This design comes from an exercise in tuning for small area on the open sky130 flow, not from production work. The RTL was checked by simulation tests, not by an equivalence proof against the original design. Power is estimated from default activity; no workload was simulated.

Setup of the reference run:
==> flow/design.v <==
package pkg_UART;    
    typedef struct packed {
        logic [29 : 0]  zero;
        logic           new_rx;
        logic           send;
    } control_UART_r;
    typedef struct packed {
        logic [23 : 0]  zero;
        logic [7  : 0]  data;
    } data_UART_r;
endpackage
module top_module_UART (
    input  logic        clk_10MHz,
    input  logic        rst,
    input  logic        wr_pi,
    input  logic        reg_sel_pi,
    input  logic        addr_pi,
    input  logic [31:0] input_pi,
    output logic [31:0] output_po,
    input  logic        rx,
    output logic        tx
);
    localparam logic [4:0] T_START = 5'b10110, T_SB = 5'b10111,
                           T_B0 = 5'b11000, T_B7 = 5'b11111,
                           T_Q1 = 5'b00101, T_Q2 = 5'b00110, T_Q3 = 5'b00111,
                           N_W0 = 5'b01000, N_W1 = 5'b01001, N_W2 = 5'b01010, N_W3 = 5'b01011,
                           N_R0 = 5'b01100, N_R1 = 5'b01101, N_R2 = 5'b01110, N_R3 = 5'b01111;
    logic [4:0]  ts;
    logic [10:0] tcnt;
    logic        ttick;
    logic [7:0]  tbuf;
    logic [7:0]  pos;
    logic [6:0]  rcnt;
    logic        rtick;
    logic [7:0]  rsh;
    logic [31:0] ctrl;
    logic [7:0]  dr0, dr1;
    localparam int TXT = 1041;   
    localparam int RXT = 65;     
    assign ttick = (tcnt == 11'd0);
    assign rtick = (rcnt == 7'd0);
    always_ff @(posedge clk_10MHz) begin
        if (!rst)       tcnt <= 11'(TXT);
        else if (ttick) tcnt <= 11'(TXT - 1);
        else            tcnt <= tcnt - 11'd1;
    end
    always_ff @(posedge clk_10MHz) begin
        if (!rst)       rcnt <= 7'(RXT);
        else if (rtick) rcnt <= 7'(RXT - 1);
        else            rcnt <= rcnt - 7'd1;
    end
    always_ff @(posedge clk_10MHz) begin
        if (!rst) ts <= N_W0;
        else begin
            if (ts[4]) begin
                if (ttick) ts <= (ts == T_B7) ? T_Q1 : ts + 5'd1;
            end else if (!ts[3]) begin
                ts <= ts + 5'd1;                           
            end else begin
                if (ttick && ts == N_R3) ts <= T_START;
                else begin
                    ts[2] <= ts[2] | ttick;
                    case (ts[1:0])
                        2'd0:    ts[1:0] <= {1'b0, ctrl[0]};
                        2'd1:    ts[1:0] <= 2'd2;
                        default: ts[1:0] <= 2'd3;
                    endcase
                end
            end
        end
    end
    always_ff @(posedge clk_10MHz) begin
        if (ts == N_W1 || ts == N_R1) tbuf <= dr0;
    end
    always_comb begin
        if (ts[4:3] == 2'b11) tx = tbuf[ts[2:0]];
        else                  tx = (ts != T_SB);
    end
    always_ff @(posedge clk_10MHz) begin
        if (!rst) pos <= 8'd255;
        else if (pos == 8'd152 || pos == 8'd153) pos <= pos + 8'd1;
        else if (pos == 8'd154) pos <= 8'd255;
        else if (rtick) begin
            if (pos == 8'd255 || pos < 8'd8) pos <= rx ? 8'd255 : pos + 8'd1;
            else                            pos <= pos + 8'd1;
        end
    end
    always_ff @(posedge clk_10MHz) begin
        if (rtick && pos >= 8'd8 && pos <= 8'd135 && pos[3:0] == 4'd7)
            rsh <= {rx, rsh[7:1]};
    end
    always_ff @(posedge clk_10MHz) begin
        if (!rst) ctrl <= '0;
        else if (wr_pi && !reg_sel_pi) ctrl <= input_pi;
        else if (ts == T_Q3) ctrl[0] <= 1'b0;
        else if (pos == 8'd154) ctrl[1] <= 1'b1;
    end
    always_ff @(posedge clk_10MHz) begin
        if (!rst) dr0 <= '0;
        else if (wr_pi && reg_sel_pi) dr0 <= input_pi[7:0];
    end
    always_ff @(posedge clk_10MHz) begin
        if (!rst) dr1 <= '0;
        else if (pos == 8'd153) dr1 <= rsh;
    end
    assign output_po = reg_sel_pi ? {24'd0, addr_pi ? dr1 : dr0} : ctrl;
endmodule
export LEC_CHECK = 0
export CAP_MARGIN = 20
export CORE_MARGIN = 2
export CORE_UTILIZATION = 40
export SLEW_MARGIN = 20
create_clock -name core_clock -period 20.0 [get_ports {clk_10MHz}]
run.sh (not shown) runs the stock make flow with config.mk's settings and CLKGATE_MAP_FILE= SYNTH_SCRIPT=/design/flow/synth_recipe.tcl, a recipe that flattens the netlist after the stock synthesis.
The reference run: no failed stages, no open violations at the end
## Diff of input files: the trial run against the reference run
==> flow/flow/run.sh (new file) <==
#!/bin/bash
# The standard ORFS layout, with buf_1 port buffers and no CTS dummy loads.
set -euo pipefail
export BUFFER_PORTS_ARGS="-buffer_cell sky130_fd_sc_hd__buf_1"
export CTS_ARGS="-sink_clustering_enable -repair_clock_nets -dont_use_dummy_load"
export RECOVER_POWER=100
bash standard.sh > standard_make.log 2>&1
==> flow/standard.sh (new file) <==
#!/bin/bash
# synth_recipe.tcl (not shown) runs the flow's synth.tcl, then flattens the netlist and writes it again
# the make line also repeats each setting of config.mk as NAME=value (left out here)
make -C /OpenROAD-flow-scripts/flow DESIGN_CONFIG=/design/flow/config.mk WORK_HOME=/design/flow/orfs CLKGATE_MAP_FILE= SYNTH_SCRIPT=/design/flow/synth_recipe.tcl "${@:-finish}"
removed: flow/run.sh
Notes after the runs:
Met2 capacity usage during global routing: lower on the trial run. The flow for the trial run finished, though final verification flagged capacitance limit, slew limit. The run with more routed wire is the reference run, not the trial run. Taking the reference run as the reference point, the total power of the trial run falls by about 12%. When the trial run is set beside the reference run, its final area turns out to be about 11% smaller. Looking at total count of max-transition violations in the final report, the trial run sits 102 higher than the reference run does.

-- port drivers added, routing unchanged --
In the flow no input, the clock included, has a driving cell. The finished layouts below were timed again as built, in two steps.
Step 1 (the two cells are an assumption about what drives the block):
set clk [get_ports {clk_10MHz}]
set_driving_cell -lib_cell sky130_fd_sc_hd__clkbuf_16 $clk
set_driving_cell -lib_cell sky130_fd_sc_hd__buf_2 [delete_from_list [all_inputs] $clk]
Step 2 moves the port delays by t, midway between the first and last clock arrival at a register: inputs arrive t later, outputs are due t later. That takes back most of the time a late clock gives input paths.
Three values: ideal, step 1, step 2; two values: the first two.
run | shift t [ns] | setup slack, ns | worst setup path at the end
the reference run | 0.376 | 10.304 / 10.279 / 10.279 | input to output
the trial run | 0.385 | 10.098 / 10.058 / 10.058 | input to output
The setup slack of the trial run, which loses most, moves by -0.040 ns with the drivers and by -0.040 ns with both steps.
